This design comes from an exercise in tuning for a short achievable clock period and few clock cycles on the open sky130 flow, not from production work.
In this exercise RTL edits were held to simulation tests only and were not proved equivalent to the original.
Power figures rest on the tool's default switching activity, not on a simulated workload.

$ cat design.v
module cpu (
    input  wire        clk_i,
    input  wire        rst_ni,
    input  wire [31:0] rdata_i,
    input  wire        irq_i,
    output wire [31:0] addr_o,
    output wire [31:0] wdata_o,
    output wire        we_o
);
  localparam [31:0] RESET_PC = 32'h80000000;
  reg  [31:0] addr_q;
  reg         we_q;
  reg  [31:0] wdata_q;
  reg         fetch_q;      
  reg         load_q;       
  reg  [ 4:0] m_rd_q;
  reg  [31:0] fp_q;         
  reg         halt_q;
  assign addr_o  = addr_q;
  assign we_o    = we_q;
  assign wdata_o = wdata_q;
  reg         d_v_q;
  reg  [31:0] d_pc_q;
  reg         d_pred_q;     
  reg         m_wen_q;      
  reg         l_wen_q;      
  reg  [ 4:0] l_rd_q;
  reg         wl_v_q;       
  reg  [ 4:0] wl_rd_q;
  reg  [31:0] ldq;
  reg         wx_v_q;
  reg  [ 4:0] wx_rd_q;
  reg  [31:0] wb_q;         
  wire [31:0] rfv [0:31];
  assign rfv[0] = 32'b0;
  genvar gi;
  generate
    for (gi = 1; gi < 32; gi = gi + 1) begin : g_rf
      reg [31:0] r;
      always @(posedge clk_i) begin
        if (wx_v_q && wx_rd_q == gi) r <= wb_q;
        else if (wl_v_q && wl_rd_q == gi) r <= ldq;
      end
      assign rfv[gi] = r;
    end
  endgenerate
  reg  [31:0] mstatus_q, mtvec_q, mepc_q;
  reg         mie_q, mcause31_q, mcause11_q, mip_q;
  reg         x_v_q;
  reg         x_pred_q;      
  reg         x_btbp_q;      
  reg  [31:0] x_pc_q;
  reg  [ 4:0] x_rd_q;
  reg         x_wr_q;        
  reg         x_ld_q, x_st_q, x_br_q, x_jal_q, x_jalr_q, x_mret_q, x_ebreak_q;
  reg  [31:0] opa_q, opb_q, sd_q;
  reg         x_sub_q, x_sra_q;
  reg         sel_add_q, sel_slt_q, sel_sltu_q, sel_xor_q, sel_or_q, sel_and_q;
  reg         sel_sll_q, sel_sr_q, sel_csr_q, sel_fix_q;
  reg  [31:0] fix_q;         
  reg  [31:0] ximm_q;        
  reg  [31:0] link_q;        
  reg  [ 5:0] csr_sel_q;     
  reg         csr_w_q, csr_s_q, csr_c_q;
  wire        r_v    = d_v_q;
  wire [31:0] ir     = rdata_i;
  wire [31:0] r_pc   = d_pc_q;
  wire        r_pred = d_pred_q;
  wire [ 6:0] opc   = ir[6:0];
  wire [ 4:0] r_rd  = ir[11:7];
  wire [ 2:0] r_f3  = ir[14:12];
  wire [ 4:0] r_rs1 = ir[19:15];
  wire [ 4:0] r_rs2 = ir[24:20];
  wire [ 6:0] r_f7  = ir[31:25];
  wire is_op   = opc == 7'b0110011;
  wire is_opi  = opc == 7'b0010011;
  wire is_lui  = opc == 7'b0110111;
  wire is_ld   = opc == 7'b0000011;
  wire is_st   = opc == 7'b0100011;
  wire is_br   = opc == 7'b1100011;
  wire is_jal  = opc == 7'b1101111;
  wire is_jalr = opc == 7'b1100111;
  wire is_sys  = opc == 7'b1110011;
  wire is_ebreak = is_sys && ir[31:20] == 12'h001 && r_f3 == 3'b000;
  wire is_mret   = is_sys && ir[31:20] == 12'h302 && r_f3 == 3'b000;
  wire is_csr    = is_sys && !is_ebreak && !is_mret;
  wire is_alu    = is_op | is_opi;
  wire use_rs1 = is_alu | is_ld | is_st | is_br | is_jalr | (is_csr & ~r_f3[2]);
  wire use_rs2 = is_op | is_st | is_br;
  wire wr_rd   = (is_alu | is_lui | is_ld | is_jal | is_jalr | is_csr) && r_rd != 5'd0;
  wire [31:0] imm_i = {{20{ir[31]}}, ir[31:20]};
  wire [31:0] imm_s = {{20{ir[31]}}, ir[31:25], ir[11:7]};
  wire [31:0] imm_b = {{19{ir[31]}}, ir[31], ir[7], ir[30:25], ir[11:8], 1'b0};
  wire [31:0] imm_j = {{11{ir[31]}}, ir[31], ir[19:12], ir[20], ir[30:21], 1'b0};
  wire [31:0] imm_u = {ir[31:12], 12'b0};
  reg  [31:0] rf_a, rf_b;
  integer k;
  always @(*) begin
    rf_a = 32'b0;
    rf_b = 32'b0;
    for (k = 1; k < 32; k = k + 1) begin
      rf_a = rf_a | ({32{r_rs1 == k}} & rfv[k]);
      rf_b = rf_b | ({32{r_rs2 == k}} & rfv[k]);
    end
  end
  wire wx_a = wx_v_q && wx_rd_q == r_rs1;
  wire wx_b = wx_v_q && wx_rd_q == r_rs2;
  function automatic hz(input [31:0] w, input [4:0] d);
    reg u1, u2, wr;
    begin
      u1 = w[6:0] == 7'b0110011 || w[6:0] == 7'b0010011 || w[6:0] == 7'b0000011 ||
           w[6:0] == 7'b0100011 || w[6:0] == 7'b1100011 || w[6:0] == 7'b1100111 ||
           (w[6:0] == 7'b1110011 && !w[14]);
      u2 = w[6:0] == 7'b0110011 || w[6:0] == 7'b0100011 || w[6:0] == 7'b1100011;
      wr = w[6:0] == 7'b0110011 || w[6:0] == 7'b0010011 || w[6:0] == 7'b0110111 ||
           w[6:0] == 7'b0000011 || w[6:0] == 7'b1101111 || w[6:0] == 7'b1100111 ||
           w[6:0] == 7'b1110011;
      hz = (u1 && w[19:15] == d) || (u2 && w[24:20] == d);
    end
  endfunction
  wire ldx_v = x_v_q && x_ld_q && x_wr_q;
  wire stall_d = (ldx_v && hz(rdata_i, x_rd_q)) || (m_wen_q && hz(rdata_i, m_rd_q)) ||
                 (wl_v_q && hz(rdata_i, wl_rd_q));
  wire stall = stall_d;
  wire x_alu_wr = x_v_q && x_wr_q && !x_ld_q;
  wire fa = x_alu_wr && x_rd_q == r_rs1;
  wire fb = x_alu_wr && x_rd_q == r_rs2;
  wire [31:0] opa_n, opb_n, sd_n;    
  wire x_trap = x_v_q && mip_q && !halt_q;
  wire x_exec = x_v_q && !mip_q && !halt_q;
  wire [31:0] a  = opa_q;
  wire [31:0] b  = opb_q;
  wire [31:0] sd = sd_q;
  wire [31:0] asum = a + b;               
  wire [31:0] dif  = a - b;
  wire [31:0] sum  = x_sub_q ? dif : asum;
  wire [31:0] tgt_q = x_pc_q + ximm_q;    
  wire eq  = a == b;
  wire lts = $signed(a) < $signed(b);
  wire ltu = a < b;
  wire [31:0] sll = a << b[4:0];
  wire [31:0] sr  = $signed({x_sra_q & a[31], a}) >>> b[4:0];
  wire [31:0] csr_rd = ({32{csr_sel_q[0]}} & mstatus_q) |
                       ({32{csr_sel_q[1]}} & {20'b0, mie_q, 11'b0}) |
                       ({32{csr_sel_q[2]}} & mtvec_q) |
                       ({32{csr_sel_q[3]}} & mepc_q) |
                       ({32{csr_sel_q[4]}} & {mcause31_q, 19'b0, mcause11_q, 11'b0}) |
                       ({32{csr_sel_q[5]}} & {20'b0, mip_q, 11'b0});
  wire [31:0] x_res = ({32{sel_add_q}} & sum) |
                      {31'b0, (sel_slt_q & lts) | (sel_sltu_q & ltu)} |
                      ({32{sel_xor_q}} & (a ^ b)) |
                      ({32{sel_or_q}} & (a | b)) |
                      ({32{sel_and_q}} & (a & b)) |
                      ({32{sel_sll_q}} & sll) |
                      ({32{sel_sr_q}} & sr) |
                      ({32{sel_csr_q}} & csr_rd) |
                      ({32{sel_fix_q}} & fix_q);
  wire za    = is_csr && r_f3[2];         
  wire sa_x  = !za && fa;
  wire sa_wb = !za && !fa && wx_a;
  wire sa_rf = !za && !fa && !wx_a;
  assign opa_n = ({32{sa_x}} & x_res) | ({32{sa_wb}} & wb_q) |
                 ({32{za}} & {27'b0, r_rs1}) | ({32{sa_rf}} & rf_a);
  wire ib    = !(is_op | is_br);          
  wire sb_x  = fb;
  wire sb_wb = !fb && wx_b;
  wire sb_rf = !fb && !wx_b;
  assign sd_n  = ({32{sb_x}} & x_res) | ({32{sb_wb}} & wb_q) |
                 ({32{sb_rf}} & rf_b);
  assign opb_n = ({32{!ib && sb_x}} & x_res) | ({32{!ib && sb_wb}} & wb_q) |
                 ({32{!ib && sb_rf}} & rf_b) |
                 ({32{ib}} & (is_st ? imm_s : imm_i));
  reg  [5:0] bc_q;    
  reg        jal_q;
  wire taken = (bc_q[0] & eq) | (bc_q[1] & !eq) | (bc_q[2] & lts) | (bc_q[3] & !lts) |
               (bc_q[4] & ltu) | (bc_q[5] & !ltu);
  wire x_tk     = taken | jal_q;
  wire x_jr     = x_exec && x_jalr_q;
  wire x_mr     = x_exec && x_mret_q;
  wire x_eb     = x_exec && x_ebreak_q;
  wire red_tk   = x_trap | x_mr | x_jr | (x_exec & !x_pred_q);
  wire red_nt   = x_trap | x_mr | x_jr | (x_exec & x_pred_q);
  wire x_redir  = x_tk ? red_tk : red_nt;
  wire x_flush  = x_redir | x_eb;
  reg  [31:0] x_tgt_c;
  always @(*) begin
    if (x_trap)        x_tgt_c = {mtvec_q[31:2], 2'b00};
    else if (x_mret_q) x_tgt_c = mepc_q;
    else               x_tgt_c = {asum[31:2], 2'b00};
  end
  wire x_fix = x_trap | x_mret_q | x_jalr_q;
  wire [31:0] fa_tk = x_fix ? x_tgt_c : tgt_q;
  wire [31:0] fa_nt = x_fix ? x_tgt_c : link_q;
  wire x_mem = x_exec && (x_ld_q || x_st_q);
  wire x_wx  = x_exec && x_wr_q && !x_ld_q;    
  wire r_issue  = r_v && !stall && !halt_q && !x_flush;
  wire r_stall  = r_v && stall && !halt_q && !x_flush;
  wire r_fwd_sel = r_v && !halt_q && (is_jal || (is_br && ir[31] && !r_pred));
  wire r_fwd     = r_fwd_sel && r_issue;
  wire [13:0] bt_lo;
  wire [21:0] jt_lo;
  ks_add #(13, 4) u_bt (.a(d_pc_q[12:0]), .b(imm_b[12:0]), .cin(1'b0), .s(bt_lo[12:0]), .cout(bt_lo[13]));
  ks_add #(21, 5) u_jt (.a(d_pc_q[20:0]), .b(imm_j[20:0]), .cin(1'b0), .s(jt_lo[20:0]), .cout(jt_lo[21]));
  reg  [18:0] pb_inc, pb_dec;
  reg  [10:0] pj_inc, pj_dec;
  wire [18:0] pb_hi  = d_pc_q[31:13];
  wire [10:0] pj_hi  = d_pc_q[31:21];
  wire [18:0] bt_hi  = (bt_lo[13] == ir[31]) ? pb_hi : bt_lo[13] ? pb_inc : pb_dec;
  wire [10:0] jt_hi  = (jt_lo[21] == ir[31]) ? pj_hi : jt_lo[21] ? pj_inc : pj_dec;
  wire [31:0] r_tgt  = ir[3] ? {jt_hi, jt_lo[20:0]} : {bt_hi, bt_lo[12:0]};
  reg         rp_q;
  reg  [31:0] rp_pc_q;
  wire fetch_next = !halt_q && !x_eb && !x_mem;
  reg  [1:0]  btb_v;
  reg  [31:0] btb_tag0, btb_tag1, btb_tgt0, btb_tgt1;
  reg         btb_rr;
  wire hit0 = btb_v[0] && btb_tag0 == addr_q;
  wire hit1 = btb_v[1] && btb_tag1 == addr_q;
  wire btb_hit = fetch_q && (hit0 || hit1);
  wire [31:0] seq_fa  = !fetch_q ? fp_q : hit0 ? btb_tgt0 : hit1 ? btb_tgt1 : addr_q + 32'd4;
  wire [31:0] seq2    = r_fwd_sel ? r_tgt : rp_q ? rp_pc_q : seq_fa;
  wire [31:0] x_val   = x_mem ? asum : x_tk ? fa_tk : fa_nt;
  wire        x_ovr   = x_mem | x_redir;
  always @(posedge clk_i) begin
    if (!rst_ni) begin
      addr_q   <= RESET_PC;
      we_q     <= 1'b0;
      fetch_q  <= 1'b1;
      load_q   <= 1'b0;
      halt_q   <= 1'b0;
      d_v_q    <= 1'b0;
      rp_q     <= 1'b0;
      m_wen_q  <= 1'b0;
      wl_v_q   <= 1'b0;
      l_wen_q  <= 1'b0;
      wx_v_q   <= 1'b0;
      x_v_q    <= 1'b0;
    end else begin
      we_q    <= x_mem && x_st_q;
      load_q  <= x_mem && x_ld_q;
      fetch_q  <= fetch_next;
      addr_q   <= x_ovr ? x_val : seq2;
      if (x_mem) fp_q <= x_pred_q ? link_q : seq2;
      if (x_eb) halt_q <= 1'b1;
      d_v_q <= fetch_q && !x_flush && !r_stall && !rp_q && !r_fwd;
      rp_q  <= r_stall;
      m_wen_q <= x_mem && x_ld_q && x_wr_q;
      l_wen_q <= m_wen_q && !(x_wx && x_rd_q == m_rd_q);
      wl_v_q  <= l_wen_q && !(x_wx && x_rd_q == l_rd_q);
      wx_v_q <= x_wx;
      x_v_q <= r_issue;
    end
    d_pc_q   <= addr_q;
    pb_inc   <= addr_q[31:13] + 19'd1;
    pb_dec   <= addr_q[31:13] - 19'd1;
    pj_inc   <= addr_q[31:21] + 11'd1;
    pj_dec   <= addr_q[31:21] - 11'd1;
    rp_pc_q  <= d_pc_q;
    d_pred_q <= btb_hit;
    if (x_mem) wdata_q <= sd;
    m_rd_q  <= x_rd_q;
    l_rd_q  <= m_rd_q;
    wl_rd_q <= l_rd_q;
    ldq     <= rdata_i;
    wx_rd_q <= x_rd_q;
    if (x_exec && x_wr_q && !x_ld_q) wb_q <= x_res;
    begin
      x_pred_q   <= r_pred || is_jal || (is_br && ir[31]);
      x_btbp_q   <= r_pred;
      x_pc_q     <= r_pc;
      x_rd_q     <= r_rd;
      x_wr_q     <= wr_rd;
      x_ld_q     <= is_ld;
      x_st_q     <= is_st;
      x_br_q     <= is_br;
      x_jal_q    <= is_jal;
      x_jalr_q   <= is_jalr;
      x_mret_q   <= is_mret;
      x_ebreak_q <= is_ebreak;
      bc_q       <= {6{is_br}} & {r_f3 == 3'b111, r_f3 == 3'b110, r_f3 == 3'b101,
                                  r_f3 == 3'b100, r_f3 == 3'b001, r_f3 == 3'b000};
      jal_q      <= is_jal;
      opa_q      <= opa_n;
      opb_q      <= opb_n;
      sd_q       <= sd_n;
      x_sub_q    <= is_op && r_f7 == 7'h20;
      x_sra_q    <= r_f7 == 7'h20;
      sel_add_q  <= is_alu && r_f3 == 3'b000;
      sel_slt_q  <= is_alu && r_f3 == 3'b010;
      sel_sltu_q <= is_alu && r_f3 == 3'b011;
      sel_xor_q  <= is_alu && r_f3 == 3'b100;
      sel_or_q   <= is_alu && r_f3 == 3'b110;
      sel_and_q  <= is_alu && r_f3 == 3'b111;
      sel_sll_q  <= is_alu && r_f3 == 3'b001;
      sel_sr_q   <= is_alu && r_f3 == 3'b101;
      sel_csr_q  <= is_csr;
      sel_fix_q  <= is_lui | is_jal | is_jalr;
      fix_q      <= is_lui ? imm_u : r_pc + 32'd4;
      link_q     <= r_pc + 32'd4;
      ximm_q     <= is_jal ? imm_j : imm_b;
      csr_sel_q  <= {ir[31:20] == 12'h344, ir[31:20] == 12'h342, ir[31:20] == 12'h341,
                     ir[31:20] == 12'h305, ir[31:20] == 12'h304, ir[31:20] == 12'h300};
      csr_w_q    <= is_csr && r_f3[1:0] == 2'b01;
      csr_s_q    <= is_csr && r_f3[1:0] == 2'b10;
      csr_c_q    <= is_csr && r_f3[1:0] == 2'b11;
    end
  end
  reg         ins_q;
  reg  [31:0] ins_pc_q, ins_tgt_q;
  always @(posedge clk_i) begin
    if (!rst_ni) begin
      ins_q  <= 1'b0;
      btb_v  <= 2'b00;
      btb_rr <= 1'b0;
    end else begin
      ins_q <= x_exec && x_br_q && taken && !x_btbp_q;
      if (ins_q) begin
        btb_rr <= ~btb_rr;
        btb_v[btb_rr] <= 1'b1;
      end
    end
    ins_pc_q  <= x_pc_q;
    ins_tgt_q <= tgt_q;
    if (ins_q) begin
      if (btb_rr) begin btb_tag1 <= ins_pc_q; btb_tgt1 <= ins_tgt_q; end
      else        begin btb_tag0 <= ins_pc_q; btb_tgt0 <= ins_tgt_q; end
    end
  end
  wire cw = x_exec && csr_w_q;
  wire cs = x_exec && csr_s_q;
  wire cc = x_exec && csr_c_q;
  reg [31:0] n_mstatus, n_mtvec, n_mepc;
  reg        n_mie, n_mc31, n_mc11, n_mip;
  always @(*) begin
    n_mstatus = mstatus_q;
    n_mtvec   = mtvec_q;
    n_mepc    = mepc_q;
    n_mie     = mie_q;
    n_mc31    = mcause31_q;
    n_mc11    = mcause11_q;
    n_mip     = mip_q;
    if (cw) begin
      if (csr_sel_q[0]) n_mstatus = a | 32'h00001800;
      if (csr_sel_q[1]) n_mie = a[11];
      if (csr_sel_q[2]) n_mtvec = a;
      if (csr_sel_q[3]) n_mepc = a;
      if (csr_sel_q[4]) begin n_mc31 = a[31]; n_mc11 = a[11]; end
      if (csr_sel_q[5]) n_mip = a[11];
    end else if (cs) begin
      if (csr_sel_q[0]) n_mstatus = (mstatus_q | a) & 32'h00001888;
      if (csr_sel_q[1]) n_mie = mie_q | a[11];
      if (csr_sel_q[2]) n_mtvec = mtvec_q | a;
      if (csr_sel_q[3]) n_mepc = mepc_q | a;
      if (csr_sel_q[4]) begin n_mc31 = mcause31_q | a[31]; n_mc11 = mcause11_q | a[11]; end
      if (csr_sel_q[5]) n_mip = mip_q | a[11];
    end else if (cc) begin
      if (csr_sel_q[0]) n_mstatus = (mstatus_q & ~a) & 32'h00001888;
      if (csr_sel_q[1]) n_mie = mie_q & ~a[11];
      if (csr_sel_q[2]) n_mtvec = mtvec_q & ~a;
      if (csr_sel_q[3]) n_mepc = mepc_q & ~a;
      if (csr_sel_q[4]) begin n_mc31 = mcause31_q & ~a[31]; n_mc11 = mcause11_q & ~a[11]; end
      if (csr_sel_q[5]) n_mip = mip_q & ~a[11];
    end
    if (irq_i) n_mip = mstatus_q[3] & mie_q;
    if (x_trap) begin
      n_mepc       = x_pc_q;
      n_mstatus[7] = mstatus_q[3];
      n_mstatus[3] = 1'b0;
      n_mc31       = 1'b1;
      n_mc11       = 1'b1;
      n_mip        = 1'b0;
    end
    if (x_mr) n_mstatus[3] = mstatus_q[7];
  end
  always @(posedge clk_i) begin
    if (!rst_ni) begin
      mstatus_q  <= 32'h00001800;
      mie_q      <= 1'b0;
      mtvec_q    <= 32'b0;
      mepc_q     <= 32'b0;
      mcause31_q <= 1'b0;
      mcause11_q <= 1'b0;
      mip_q      <= 1'b0;
    end else begin
      mstatus_q  <= n_mstatus;
      mie_q      <= n_mie;
      mtvec_q    <= n_mtvec;
      mepc_q     <= n_mepc;
      mcause31_q <= n_mc31;
      mcause11_q <= n_mc11;
      mip_q      <= n_mip;
    end
  end
endmodule
module ks_add #(
    parameter W = 32,
    parameter L = 5      
) (
    input  wire [W-1:0] a,
    input  wire [W-1:0] b,
    input  wire         cin,
    output wire [W-1:0] s,
    output wire         cout
);
  wire [W-1:0] g [0:L];
  wire [W-1:0] p [0:L];
  wire [W-1:0] p0 = a ^ b;
  assign g[0] = (a & b) | {{(W-1){1'b0}}, p0[0] & cin};
  assign p[0] = p0;
  genvar l, i;
  generate
    for (l = 1; l <= L; l = l + 1) begin : g_lvl
      for (i = 0; i < W; i = i + 1) begin : g_bit
        if (i >= (1 << (l - 1))) begin : g_op
          assign g[l][i] = g[l-1][i] | (p[l-1][i] & g[l-1][i-(1<<(l-1))]);
          assign p[l][i] = p[l-1][i] & p[l-1][i-(1<<(l-1))];
        end else begin : g_pass
          assign g[l][i] = g[l-1][i];
          assign p[l][i] = p[l-1][i];
        end
      end
    end
  endgenerate
  assign s    = p0 ^ {g[L][W-2:0], cin};
  assign cout = g[L][W-1];
endmodule
module controller (
    input wire clk_i,
    input wire rst_ni,
    input wire [31:0] instruction_i,
    input wire ipending_i,
    output reg branch_op_o,
    output reg [31:0] imm_o,
    output reg ir_en_o,
    output reg pc_add_imm_o,
    output reg pc_en_o,
    output reg pc_sel_alu_o,
    output reg pc_sel_pc_base_o,
    output reg pc_sel_mtvec_o,
    output reg pc_sel_mepc_o,
    output reg rf_we_o,
    output reg sel_addr_o,
    output reg sel_b_o,
    output reg sel_mem_o,
    output reg sel_pc_o,
    output reg sel_imm_o,
    output reg sel_csr_o,
    output reg we_o,
    output reg csr_write_o,
    output reg csr_set_o,
    output reg csr_clear_o,
    output reg csr_interrupt_o,
    output reg csr_mret_o,
    output reg [5:0] alu_op_o
);
    reg [3:0]   current_state_r;
    reg [3:0]   next_state_r;
    reg  [1:0]  bits_5_and_4_alu_op_r;
    reg         special_bit_alu_op_r;
    reg  [2:0]  last_3_bits_alu_op_r;
    wire [ 2:0] func3_w;
    wire [ 6:0] func7_w;
    wire [11:0] imm_w;
    wire [ 6:0] op_code_w;
    assign func3_w   = instruction_i[14:12];
    assign func7_w   = instruction_i[31:25];
    assign imm_w     = instruction_i[31:20];
    assign op_code_w = instruction_i[ 6: 0];
    localparam FETCH_1            = 4'b0000;
    localparam FETCH_2            = 4'B0001;
    localparam DECODE             = 4'b0010;
    localparam U_TYPE_S           = 4'b0011;
    localparam R_TYPE_S           = 4'b0100;
    localparam S_TYPE_S           = 4'b0101;
    localparam I_TYPE_S           = 4'b0110;
    localparam BREAK_S            = 4'b0111;
    localparam B_TYPE_S           = 4'b1000;
    localparam J_TYPE_S           = 4'b1001;
    localparam JALR_S             = 4'b1010;
    localparam LOAD_1             = 4'b1011;
    localparam LOAD_2             = 4'b1100;
    localparam CSR_S              = 4'b1101;
    localparam INTERRUPT_RETURN_S = 4'b1110;
    localparam R_TYPE_OP = 7'b0110011;
    localparam I_TYPE_OP = 7'b0010011;
    localparam U_TYPE_OP = 7'b0110111;
    localparam S_TYPE_OP = 7'b0100011;
    localparam LOAD_OP   = 7'b0000011;
    localparam SYSTEM_OP = 7'b1110011;
    localparam B_TYPE_OP = 7'b1100011;
    localparam J_TYPE_OP = 7'b1101111;
    localparam JALR_OP   = 7'b1100111;
    always @(*) begin
        next_state_r = FETCH_1;
        case (current_state_r)
            FETCH_1: next_state_r = FETCH_2;
            FETCH_2: begin
                if (ipending_i) begin
                    next_state_r = FETCH_1;
                end else begin
                    next_state_r = DECODE;
                end
            end
            DECODE: begin
                case (op_code_w)
                    I_TYPE_OP: next_state_r = I_TYPE_S;
                    R_TYPE_OP: next_state_r = R_TYPE_S;
                    U_TYPE_OP: next_state_r = U_TYPE_S;
                    S_TYPE_OP: next_state_r = S_TYPE_S;
                    LOAD_OP:   next_state_r = LOAD_1;
                    SYSTEM_OP:  begin
                        if (imm_w == 1 && func3_w == 3'b0) begin
                            next_state_r = BREAK_S;
                        end else if (imm_w == 12'h302 && func3_w == 3'b0) begin
                            next_state_r = INTERRUPT_RETURN_S;
                        end else begin
                            next_state_r = CSR_S;
                        end
                    end
                    B_TYPE_OP: next_state_r = B_TYPE_S;
                    J_TYPE_OP: next_state_r = J_TYPE_S;
                    JALR_OP:   next_state_r = JALR_S;
                    default:   next_state_r = FETCH_1;
                endcase
            end
            I_TYPE_S: next_state_r = FETCH_2;
            R_TYPE_S: next_state_r = FETCH_2;
            U_TYPE_S: next_state_r = FETCH_2;
            LOAD_1:   next_state_r = LOAD_2;
            LOAD_2:   next_state_r = FETCH_1;
            S_TYPE_S: next_state_r = FETCH_1;
            BREAK_S:  next_state_r = BREAK_S;
            B_TYPE_S: next_state_r = FETCH_1;
            J_TYPE_S: next_state_r = FETCH_1;
            JALR_S:   next_state_r = FETCH_1;
            CSR_S:    next_state_r = FETCH_2;
            INTERRUPT_RETURN_S: next_state_r = FETCH_1;
            default:  next_state_r = FETCH_1;
        endcase
    end
    always @(posedge clk_i) begin
        if (!rst_ni) begin
            current_state_r <= FETCH_1;
        end else begin
            current_state_r <= next_state_r;
        end
    end
    always @(*) begin
        imm_o            = 32'b0;
        branch_op_o      = 1'b0;
        ir_en_o          = 1'b0;
        pc_add_imm_o     = 1'b0;
        pc_en_o          = 1'b0;
        pc_sel_alu_o     = 1'b0;
        pc_sel_pc_base_o = 1'b0;
        rf_we_o          = 1'b0;
        sel_addr_o       = 1'b0;
        sel_b_o          = 1'b0;
        sel_mem_o        = 1'b0;
        sel_pc_o         = 1'b0;
        sel_imm_o        = 1'b0;
        we_o             = 1'b0;
        sel_csr_o        = 1'b0;
        pc_sel_mepc_o    = 1'b0;
        pc_sel_mtvec_o   = 1'b0;
        csr_write_o      = 1'b0;
        csr_set_o        = 1'b0;
        csr_clear_o      = 1'b0;
        csr_interrupt_o  = 1'b0;
        csr_mret_o       = 1'b0;
        case (current_state_r)
            FETCH_1: begin
                we_o = 1'b0;
            end
            FETCH_2: begin
                pc_en_o = 1'b1;
                if (ipending_i) begin
                    csr_interrupt_o = 1'b1;
                    pc_sel_mtvec_o  = 1'b1;
                end else begin
                    ir_en_o = 1'b1;
                end
            end
            I_TYPE_S: begin
                imm_o   = { {20{imm_w[11]}}, imm_w };
                rf_we_o = 1'b1;
            end
            R_TYPE_S: begin
                rf_we_o = 1'b1;
                sel_b_o = 1'b1;
            end
            U_TYPE_S: begin
                imm_o     = instruction_i[31:12] << 12;
                rf_we_o   = 1'b1;
                sel_imm_o = 1'b1;
            end
            LOAD_1: begin
                imm_o = { {20{imm_w[11]}}, imm_w };
                sel_addr_o = 1'b1;
                we_o       = 1'b0;
            end
            LOAD_2: begin
                imm_o = { {20{imm_w[11]}}, imm_w };
                sel_addr_o = 1'b1;
                sel_mem_o  = 1'b1;
                rf_we_o    = 1'b1;
            end
            S_TYPE_S: begin
                imm_o = $signed({
                    {20{instruction_i[31]}},
                    instruction_i[31:25],
                    instruction_i[11: 7]
                });
                we_o       = 1'b1;
                sel_addr_o = 1'b1;
            end
            B_TYPE_S: begin
                imm_o = $signed({
                    {19{instruction_i[31]}},
                    instruction_i[31],
                    instruction_i[7],
                    instruction_i[30:25],
                    instruction_i[11:8],
                    1'b0
                });
                sel_b_o          = 1'b1;
                branch_op_o      = 1'b1;
                pc_add_imm_o     = 1'b1;
                pc_sel_pc_base_o = 1'b1;
            end
            J_TYPE_S: begin
                imm_o = $signed({
                    {11{instruction_i[31]}},
                    instruction_i[31],
                    instruction_i[19:12],
                    instruction_i[20],
                    instruction_i[30:21],
                    1'b0
                });
                rf_we_o          = 1'b1;
                sel_pc_o         = 1'b1;
                pc_en_o          = 1'b1;
                pc_add_imm_o     = 1'b1;
                pc_sel_pc_base_o = 1'b1;
            end
            JALR_S: begin
                imm_o = { {20{imm_w[11]}}, imm_w };
                pc_en_o      = 1'b1;
                pc_sel_alu_o = 1'b1;
                sel_pc_o     = 1'b1;
                rf_we_o      = 1'b1;
            end
            CSR_S: begin
                sel_csr_o = 1'b1;
                rf_we_o   = 1'b1;
                case (func3_w)
                    3'b001, 3'b101: csr_write_o = 1'b1;
                    3'b010, 3'b110: csr_set_o   = 1'b1;
                    3'b011, 3'b111: csr_clear_o = 1'b1;
                    default: begin
                    end
                endcase
                if (func3_w[2]) begin
                    sel_imm_o = 1'b1;
                    imm_o     = { 27'b0, instruction_i[19:15] };
                end else begin
                    sel_imm_o = 1'b0;
                    imm_o     = 32'b0;
                end
            end
            INTERRUPT_RETURN_S: begin
                csr_mret_o    = 1'b1;
                pc_sel_mepc_o = 1'b1;
                pc_en_o       = 1'b1;
            end
            default: begin
                imm_o            = 32'b0;
                branch_op_o      = 1'b0;
                ir_en_o          = 1'b0;
                pc_add_imm_o     = 1'b0;
                pc_en_o          = 1'b0;
                pc_sel_alu_o     = 1'b0;
                pc_sel_pc_base_o = 1'b0;
                rf_we_o          = 1'b0;
                sel_addr_o       = 1'b0;
                sel_b_o          = 1'b0;
                sel_mem_o        = 1'b0;
                sel_pc_o         = 1'b0;
                sel_imm_o        = 1'b0;
                we_o             = 1'b0;
                sel_csr_o        = 1'b0;
                pc_sel_mepc_o    = 1'b0;
                pc_sel_mtvec_o   = 1'b0;
                csr_write_o      = 1'b0;
                csr_set_o        = 1'b0;
                csr_clear_o      = 1'b0;
                csr_interrupt_o  = 1'b0;
                csr_mret_o       = 1'b0;
            end
        endcase
    end
    always @(*) begin
        bits_5_and_4_alu_op_r = 2'b0;
        special_bit_alu_op_r  = 1'b0;
        last_3_bits_alu_op_r  = 3'b0;
        case (op_code_w)
            R_TYPE_OP, I_TYPE_OP: begin
                case (func3_w)
                    3'b000:                 bits_5_and_4_alu_op_r = 2'b00;
                    3'b010, 3'b011:         bits_5_and_4_alu_op_r = 2'b01;
                    3'b100, 3'b110, 3'b111: bits_5_and_4_alu_op_r = 2'b10;
                    3'b001, 3'b101:         bits_5_and_4_alu_op_r = 2'b11;
                    default:                bits_5_and_4_alu_op_r = 2'b00;
                endcase
                if (func3_w == 3'b010 || func3_w == 3'b011) begin
                    last_3_bits_alu_op_r = func3_w << 1;
                end else begin
                    last_3_bits_alu_op_r = func3_w;
                end
                if (op_code_w == I_TYPE_OP && func3_w == 0) begin
                    special_bit_alu_op_r = 1'b0;
                end else if (func7_w == 7'h20) begin
                    special_bit_alu_op_r = 1'b1;
                end else if (bits_5_and_4_alu_op_r == 2'b01) begin
                    special_bit_alu_op_r = 1'b1;
                end else begin
                    special_bit_alu_op_r = 1'b0;
                end
            end
            B_TYPE_OP: begin
                bits_5_and_4_alu_op_r = 2'b01;
                special_bit_alu_op_r  = 1'b1;
                last_3_bits_alu_op_r  = func3_w;
            end
            default: begin
                bits_5_and_4_alu_op_r = 2'b00;
                special_bit_alu_op_r  = 1'b0;
                last_3_bits_alu_op_r  = 3'b000;
            end
        endcase
        alu_op_o = {
            bits_5_and_4_alu_op_r,
            special_bit_alu_op_r,
            last_3_bits_alu_op_r
        };
    end
endmodule
module ir (
    input  wire        clk_i,
    input  wire        enable_i,
    input  wire [31:0] d_i,
    output reg  [31:0] q_o
);
    always @(posedge clk_i) begin
        if (enable_i) begin
            q_o <= d_i;
        end
    end
endmodule
module register_file (
    input  wire        clk_i,
    input  wire [ 4:0] aa_i,
    input  wire [ 4:0] ab_i,
    input  wire [ 4:0] aw_i,
    input  wire        wren_i,
    input  wire [31:0] wrdata_i,
    output wire [31:0] a_o,
    output wire [31:0] b_o
);
  reg [31:0] reg_array_r[32];
  assign a_o = (aa_i == 5'b0) ? 32'b0 : reg_array_r[aa_i];
  assign b_o = (ab_i == 5'b0) ? 32'b0 : reg_array_r[ab_i];
  always @(posedge clk_i) begin
    if (wren_i && aw_i != 5'b0) begin
      reg_array_r[aw_i] <= wrdata_i;
    end
  end
endmodule
module mux2x32 (
    input  wire [31:0] a_i,
    input  wire [31:0] b_i,
    input  wire        sel_i,
    output reg  [31:0] o_o
);
    always @(*) begin
        o_o = 32'b0;
        if (sel_i) begin
            o_o = b_i;
        end else begin
            o_o = a_i;
        end
    end
endmodule
module mux4x32 (
    input  wire [31:0] a_i,
    input  wire [31:0] b_i,
    input  wire [31:0] c_i,
    input  wire [31:0] d_i,
    input  wire [ 1:0] sel_i,
    output wire [31:0] o_o
);
    assign o_o = (sel_i == 2'b00) ? a_i :
                 (sel_i == 2'b01) ? b_i :
                 (sel_i == 2'b10) ? c_i :
                 (sel_i == 2'b11) ? d_i :
                 32'b0;
endmodule
module alu (
    input  wire [31:0] a_i,
    input  wire [31:0] b_i,
    input  wire [ 5:0] op_i,
    output wire [31:0] result_o
);
  wire [31:0] addsub_result_w;
  wire        carry_w;
  wire        zero_w;
  wire        sub_w;
  assign sub_w = op_i[3];
  add_sub add_sub_unit (
      .a_i    (a_i),
      .b_i    (b_i),
      .sub_i  (sub_w),
      .carry_o(carry_w),
      .zero_o (zero_w),
      .r_o    (addsub_result_w)
  );
  wire comp_result_w;
  comparator comp_unit (
      .carry_i  (carry_w),
      .zero_i   (zero_w),
      .a_31_i   (a_i[31]),
      .b_31_i   (b_i[31]),
      .diff_31_i(addsub_result_w[31]),
      .op_i     (op_i[2:0]),
      .r_o      (comp_result_w)
  );
  wire [31:0] logic_result_w;
  logic_unit logic_unit (
      .a_i (a_i),
      .b_i (b_i),
      .op_i(op_i[2:0]),
      .r_o (logic_result_w)
  );
  wire [31:0] shift_result_w;
  wire        arithmetic_shift_w;
  assign arithmetic_shift_w = op_i[3];
  shift_unit shift_unit (
      .a_i         (a_i),
      .b_i         (b_i),
      .op_i        (op_i[2:0]),
      .arithmetic_i(arithmetic_shift_w),
      .r_o         (shift_result_w)
  );
  wire [31:0] comp_result_extended_w;
  assign comp_result_extended_w = {31'b0, comp_result_w};
  mux4x32 result_mux (
      .a_i  (addsub_result_w),
      .b_i  (comp_result_extended_w),
      .c_i  (logic_result_w),
      .d_i  (shift_result_w),
      .sel_i(op_i[5:4]),
      .o_o  (result_o)
  );
endmodule
module add_sub (
    input  wire [31:0] a_i,
    input  wire [31:0] b_i,
    input  wire        sub_i,
    output reg         carry_o,
    output reg         zero_o,
    output reg  [31:0] r_o
);
    wire [31:0] b_xor_w = b_i ^ {32{sub_i}};
    assign {carry_o, r_o} = {1'b0, a_i} + {1'b0, b_xor_w} + {32'b0, sub_i};
    assign zero_o = (r_o == 32'b0);
endmodule
module comparator (
    input  wire       a_31_i,
    input  wire       b_31_i,
    input  wire       diff_31_i,
    input  wire       carry_i,
    input  wire       zero_i,
    input  wire [2:0] op_i,
    output wire       r_o
);
    assign r_o = (op_i == 3'b000) ? zero_i  :
                 (op_i == 3'b001) ? ~zero_i :
                 (op_i == 3'b100) ? (( a_31_i & ~b_31_i) |
                                        ((a_31_i ~^ b_31_i)) &  diff_31_i) :
                 (op_i == 3'b101) ? ((~a_31_i &  b_31_i) |
                                        ((a_31_i ~^ b_31_i)) & ~diff_31_i) :
                 (op_i == 3'b110) ? (~carry_i & ~zero_i) :
                 (op_i == 3'b111) ? ( carry_i |  zero_i) :
                 1'b0;
endmodule
module logic_unit (
    input  wire [31:0] a_i,
    input  wire [31:0] b_i,
    input  wire [ 2:0] op_i,
    output reg [31:0] r_o
);
    assign r_o = (op_i == 3'b100) ? (a_i ^ b_i) :
                 (op_i == 3'b110) ? (a_i | b_i) :
                 (op_i == 3'b111) ? (a_i & b_i) :
                 32'b0;
endmodule
module shift_unit (
    input  wire [31:0] a_i,
    input  wire [31:0] b_i,
    input  wire [ 2:0] op_i,
    input  wire        arithmetic_i,
    output wire [31:0] r_o
);
    assign r_o = (op_i == 3'b001)                  ? (a_i << b_i[4:0]) :
                 (op_i == 3'b101 && ~arithmetic_i) ? (a_i >> b_i[4:0]) :
                 (op_i == 3'b101 &&  arithmetic_i) ? $signed(($signed(a_i) >>> b_i[4:0])) :
                 32'b0;
endmodule
module pc (
    input  wire        clk_i,
    input  wire        rst_ni,
    input  wire        en_i,
    input  wire        sel_alu_i,
    input  wire        sel_pc_base_i,
    input  wire        sel_mtvec_i,
    input  wire        sel_mepc_i,
    input  wire        add_imm_i,
    input  wire [31:0] imm_i,
    input  wire [31:0] alu_i,
    input  wire [31:0] mtvec_i,
    input  wire [31:0] mepc_i,
    output wire [31:0] addr_o
);
    reg [31:0] current_address_r;
    reg [31:0] next_address_r;
    localparam RESET_VALUE        = 32'h80000000;
    localparam MASK_LAST_TWO_BITS = 32'hfffffffc;
    always @(*) begin
        next_address_r = current_address_r;
        if (add_imm_i) begin
            next_address_r = current_address_r + imm_i;
        end else begin
            next_address_r = current_address_r + 4;
        end
    end
    always @(posedge clk_i) begin
        if (!rst_ni) begin
            current_address_r <= RESET_VALUE;
        end else if (en_i) begin
            if (sel_pc_base_i) begin
                current_address_r <= next_address_r - 4;
            end else if (sel_alu_i) begin
                current_address_r <= (alu_i & MASK_LAST_TWO_BITS);
            end else if (sel_mtvec_i) begin
                current_address_r <= (mtvec_i & MASK_LAST_TWO_BITS);
            end else if (sel_mepc_i) begin
                current_address_r <= mepc_i;
            end else begin
                current_address_r <= next_address_r;
            end
        end
    end
    assign addr_o = current_address_r;
endmodule
module csr (
    input  wire        clk_i,
    input  wire        rst_ni,
    input  wire [11:0] addr_i,
    input  wire [31:0] wdata_i,
    input  wire        irq_i,
    input  wire [31:0] pc_i,
    input  wire        write_i,
    input  wire        set_i,
    input  wire        clear_i,
    input  wire        interrupt_i,
    input  wire        mret_i,
    output wire [31:0] rdata_o,
    output wire [31:0] mtvec_o,
    output wire [31:0] mepc_o,
    output wire        ipending_o
);
  reg [31:0] mstatus_r, mie_r, mtvec_r, mepc_r, mcause_r, mip_r;
  reg [31:0] next_mstatus_r;
  reg [31:0] next_mie_r;
  reg [31:0] next_mtvec_r;
  reg [31:0] next_mepc_r;
  reg [31:0] next_mcause_r;
  reg [31:0] next_mip_r;
  localparam MSTATUS_ADDR = 12'h300;
  localparam MIE_ADDR     = 12'h304;
  localparam MTVEC_ADDR   = 12'h305;
  localparam MEPC_ADDR    = 12'h341;
  localparam MCAUSE_ADDR  = 12'h342;
  localparam MIP_ADDR     = 12'h344;
  localparam MSTATUS_MASK = 32'h00001888;
  localparam MIE_MASK     = 32'h00000800;
  localparam MCASUE_MASK  = 32'h80000800;
  localparam MIP_MASK     = 32'h00000800;
  localparam MSTATUS_RST  = 32'h00001800;
  always @(*) begin
    next_mstatus_r = mstatus_r;
    next_mie_r     = mie_r;
    next_mtvec_r   = mtvec_r;
    next_mepc_r    = mepc_r;
    next_mcause_r  = mcause_r;
    next_mip_r     = mip_r;
    if (write_i && !set_i && !clear_i) begin
      case (addr_i)
        MSTATUS_ADDR: begin
          next_mstatus_r = (wdata_i | MSTATUS_RST);
        end
        MIE_ADDR: begin
          next_mie_r = (wdata_i & MIE_MASK);
        end
        MTVEC_ADDR: begin
          next_mtvec_r = wdata_i;
        end
        MEPC_ADDR: begin
          next_mepc_r = wdata_i;
        end
        MCAUSE_ADDR: begin
          next_mcause_r = (wdata_i & MCASUE_MASK);
        end
        MIP_ADDR: begin
          next_mip_r = (wdata_i & MIP_MASK);
        end
        default: begin
        end
      endcase
    end else if (!write_i && set_i && !clear_i) begin
      case (addr_i)
        MSTATUS_ADDR: begin
          next_mstatus_r = ((wdata_i | mstatus_r) & MSTATUS_MASK);
        end
        MIE_ADDR: begin
          next_mie_r = ((wdata_i | mie_r) & MIE_MASK);
        end
        MTVEC_ADDR: begin
          next_mtvec_r = (wdata_i | mtvec_r);
        end
        MEPC_ADDR: begin
          next_mepc_r = (wdata_i | mepc_r);
        end
        MCAUSE_ADDR: begin
          next_mcause_r = ((wdata_i | mcause_r) & MCASUE_MASK);
        end
        MIP_ADDR: begin
          next_mip_r = ((wdata_i | mip_r) & MIP_MASK);
        end
        default: begin
        end
      endcase
    end else if (!write_i && !set_i && clear_i) begin
      case (addr_i)
        MSTATUS_ADDR: begin
          next_mstatus_r = ((mstatus_r & ~wdata_i) & MSTATUS_MASK);
        end
        MIE_ADDR: begin
          next_mie_r = ((mie_r & ~wdata_i) & MIE_MASK);
        end
        MTVEC_ADDR: begin
          next_mtvec_r = (mtvec_r & ~wdata_i);
        end
        MEPC_ADDR: begin
          next_mepc_r = (mepc_r & ~wdata_i);
        end
        MCAUSE_ADDR: begin
          next_mcause_r = ((mcause_r & ~wdata_i) & MCASUE_MASK);
        end
        MIP_ADDR: begin
          next_mip_r = ((mip_r & ~wdata_i) & MIP_MASK);
        end
        default: begin
        end
      endcase
    end
    if (irq_i) begin
      next_mip_r[11] = mstatus_r[3] & mie_r[11];
    end
    if (interrupt_i) begin
      next_mepc_r = pc_i;
      next_mstatus_r[7] = mstatus_r[3];
      next_mstatus_r[3] = 1'b0;
      next_mcause_r[31] = 1'b1;
      next_mcause_r[11] = 1'b1;
      next_mip_r[11]    = 1'b0;
    end
    if (mret_i) begin
      next_mstatus_r[3] = mstatus_r[7];
    end
  end
  always @(posedge clk_i) begin
    if (!rst_ni) begin
      mstatus_r <= MSTATUS_RST;
      mie_r     <= 32'h0;
      mtvec_r   <= 32'h0;
      mepc_r    <= 32'h0;
      mcause_r  <= 32'h0;
      mip_r     <= 32'h0;
    end else begin
      mstatus_r <= next_mstatus_r;
      mie_r     <= next_mie_r;
      mtvec_r   <= next_mtvec_r;
      mepc_r    <= next_mepc_r;
      mcause_r  <= next_mcause_r;
      mip_r     <= next_mip_r;
    end
  end
  assign rdata_o =
    addr_i == MSTATUS_ADDR ? mstatus_r :
    addr_i == MIE_ADDR     ? mie_r :
    addr_i == MTVEC_ADDR   ? mtvec_r :
    addr_i == MEPC_ADDR    ? mepc_r :
    addr_i == MCAUSE_ADDR  ? mcause_r :
    addr_i == MIP_ADDR     ? mip_r :
    32'h0;
  assign mtvec_o = mtvec_r;
  assign mepc_o  = mepc_r;
  assign ipending_o = mip_r != 32'b0;
endmodule
$ cat flow/run.sh
#!/bin/bash
set -euo pipefail
bash standard.sh SETUP_SLACK_MARGIN=7.5 TNS_END_PERCENT=100 finish > flow_standard.log 2>&1
$ cat standard.sh
#!/bin/bash
# synth_recipe.tcl (not shown) runs the flow's synth.tcl, then flattens the netlist and writes it again
# the make line also repeats each setting of config.mk as NAME=value (left out here)
make -C /OpenROAD-flow-scripts/flow DESIGN_CONFIG=/design/flow/config.mk WORK_HOME=/design/flow/orfs CLKGATE_MAP_FILE= SYNTH_SCRIPT=/design/flow/synth_recipe.tcl "${@:-finish}"
$ cat config.mk
export PLATFORM = sky130hd
export DESIGN_NAME = cpu
export DESIGN_NICKNAME = cpu
export VERILOG_FILES = /design/flow/design.v
export SDC_FILE = /design/flow/constraint.sdc
export NUM_CORES = 4
export LEC_CHECK = 0
export ABC_CLOCK_PERIOD_IN_PS = 3000
export CAP_MARGIN = 20
export CELL_PAD_IN_SITES_DETAIL_PLACEMENT = 1
export CORE_MARGIN = 2
export CORE_UTILIZATION = 30
export GPL_ROUTABILITY_DRIVEN = 1
export GPL_TIMING_DRIVEN = 1
export PLACE_DENSITY = 0.45
export SLEW_MARGIN = 20
export SYNTH_MEMORY_MAX_BITS = 4096
$ cat constraint.sdc
create_clock -name core_clock -period 11.0 [get_ports {clk_i}]
set_input_delay 2.2000 -clock core_clock [delete_from_list [all_inputs] [get_ports {clk_i}]]
set_output_delay 2.2000 -clock core_clock [all_outputs]
set_load 0.01 [all_outputs]
==> impl_metrics.ini <==
[die]
floorplan.rows = 208
die_w_um = 571
die_h_um = 571
ios = 100
core_um2 = 320000
dieArea_um2 = 326000
start_util = 0.301

[placement]
io_buffers = 99
dp_hpwl_um = 370000
gp_congestion = 0.973

[setup_path]
arrival_ps = 5470
cp.required_ps = 11780
path_class = in2reg
crit_fanout = 6
cp-start-kind = input pin
crit_path_end_kind = register

[logic_synthesis]
syn_avg_cell_area_um2 = 11.2
yosys_warnings = 3
synth_cell_types = 95
ys_seq_area_frac = 0.500
synth.top_cells.by_area = edfxtp_1, mux2_2, dfxtp_1, a22oi_1, clkbuf_1
yosysTopAreaCellShare = 0.378
async_flop_share = 0
yosysMostFrequentCell = edfxtp_1
synth_top_area_cell = edfxtp_1
synth.cells.most_frequent = edfxtp_1, mux2_2, clkbuf_1, dfxtp_1, nor2_1
syn_nets = 8822
dominantRegCellSynth = edfxtp_1
syn_inst = 8623
syn_area_um2 = 96400
ys_ff_latch = 1800
synth-edff-count = 1214

[route]
vias_per_cell = 6.78
first_pass_iters = 10
route.detailed.drc = 0
wirelength_um = 656000
detailroute.via_count = 94200
drtIter0Drc = 16000
ant_nets = 0
wl_per_cell_um = 47.2

[final_layout]
area_growth_pct = 34.3
post_route_cells_drive_above_1_share = 0.412
largest_reg_flops = 992
nNetsFinal = 9558
top_register = g_rf.r
nFillCells = 33400

[timing]
slew_headroom = 0.0927
fmax_mhz = 213
drv_slew = 0
rsz0062_at_grt = yes
whs_ps = 364
final-hold-violation-count = 0
post-route-period-util = 0.426
skew_ps = 86.5
worst_pin_slew_ps = 1360
fin_crit_ps = 4680
timing.setup.tns_ps = 0
finalSetupViolCount = 0

[clocking]
clock_path_buffers = 4
clock-sinks = 1800
clk_latency_ps = 970
cts_hold_buf = 0
cts_max_level = 4
cts_root_buf = clkbuf_16
cts_tree = yes
numCtsBuffers = 212
clk_pin_slew_worst_paths_ps = 60

[global_route]
grt_pass1_vias = 90300
antenna_found_initial = 60
grt_pass1_wl_um = 846000
grt_use_total = 0.384
grt_max_degree = 67
overflow = 0

[power]
peakVddDrop_uv = 129
power.leakage_nw = 45.7
power_density_nw_per_um2 = 138

[worst_hold_path]
hp-class = reg2reg

[job]
maxCapViolCount = 0

[outcome]
status = no timing/DRC/antenna violations
path summary, 6_finish.rpt:
| path | from | endpoint | slack, ps | cells past startpoint |
|---|---|---|---|---|
| max | rdata_i[21] | opb_q[22] | 6320 | 18 |
| min | l_rd_q[2] | wl_rd_q[2] | 360 | 0 |
| max reg2reg | opa_q[28] | addr_q[23] | 6640 | 17 |
| min reg2reg | l_rd_q[2] | wl_rd_q[2] | 360 | 0 |
area by class of cell:
cell class	instances	area, um2	area share
timing repair inverter	1	8.76	0.0000676
clock buffer	293	5950	0.0459
timing repair buffer	1365	16200	0.125
multi-input combinational	5800	51700	0.399
clock inverter	102	958	0.00740
tap	4305	5390	0.0416
inverter	179	766	0.00591
antenna	42	105	0.000812
sequential	1800	48400	0.374
metrics by stage:
stage                     instance area [um2]  utilization  instances  worst slack (ps)  power [mW]
after detailed placement               105000        0.327      12500              3790        9.83
final                                  130000        0.404      13900              6320        17.8
after global placement                 105000        0.327      12500              3790        9.81
after floorplan                         99800            -       8623              6180        8.84
after CTS                              125000        0.392      13600              6540        17.6
after global routing                   129000        0.404      13900              6360        18.1
per-layer routing:
metal	GRT usage	up-vias	part of all wire
met1	0.446	47600	0.35
met5	0.00764	-	0.00058
met2	0.564	8387	0.41
met3	0.134	3144	0.12
li1	-	35000	-
met4	0.326	29	0.11
timing repair:
action / in CTS / in global routing
setup endpoints to repair: 770 / 453
gates cloned: 54 / 15
resized for setup: 1816 / 377
setup buffers: 652 / 204
pin swaps: 444 / 337
logic make-up (layout without fill, tap and decap cells):
logic type	Yosys count	after routing	share of synthesized area
AOI/OAI and AO/OA	2338	2340	0.175
buffers and inverters	1032	1940	0.0409
DFF	1800	1800	0.500
other	0	42	0
adders and majority gates	164	164	0.0217
xor gates and xnor gates	309	309	0.0281
and+or+nand+nor	1749	1756	0.0853
muxes	1231	1231	0.149
worst max-delay path, cell delays in order:
cell,delay [ps]
buf_12,80
buf_12,150
buf_4,130
buf_6,100
buf_8,130
nand3b_1,210
buf_6,150
nor2_4,70
buf_6,140
buf_16,140
a22o_1,210
a221oi_2,210
nand4_1,240
nor3_4,600
nand2_2,160
o211ai_1,170
o21ai_2,110
o21a_1,210
power by group:
group          switching, mW  internal, mW
clock network           3.26          4.05
logic                   1.87          1.16
registers              0.184          7.32
cells in the final DEF (no fill, tap or decap), types with 102 or more instances in the layout:
master / n
edfxtp_1: 1214
mux2_2: 1028
buf_4: 705
dfxtp_1: 503
nor2_1: 411
nand2_1: 386
a22oi_1: 365
a21oi_1: 294
o21ai_0: 259
buf_12: 258
a22o_1: 253
clkbuf_16: 231
a221oi_2: 211
buf_6: 202
nand3_1: 166
xnor2_1: 166
nand4_1: 161
inv_1: 143
xor2_1: 129
ha_1: 102
Testbench counts, summed over its fixed seeds: cycles 78,086.

==> afterwards: timing with drivers on the ports <==
In the flow no input, the clock included, has a driving cell. The finished layout below was timed again as built, in two steps. Step 1 assumes that a clkbuf_16 drives the clock port and a buf_2 every other input. Step 2 also shifts input and output timing later by t, the mid clock arrival at the registers, as if the neighbouring blocks saw the same clock. a / b / c = ideal ports / drivers / drivers and shift; a / b = the first two.
t (ns): 1.040
setup WS [ns]: 6.315 / 6.367 / 5.327
worst register clock-pin slew, ns: 0.08 / 0.08
After both steps setup and hold are still met in this run. The setup slack of this run moves by +0.052 ns with the drivers and by -0.988 ns with both steps.
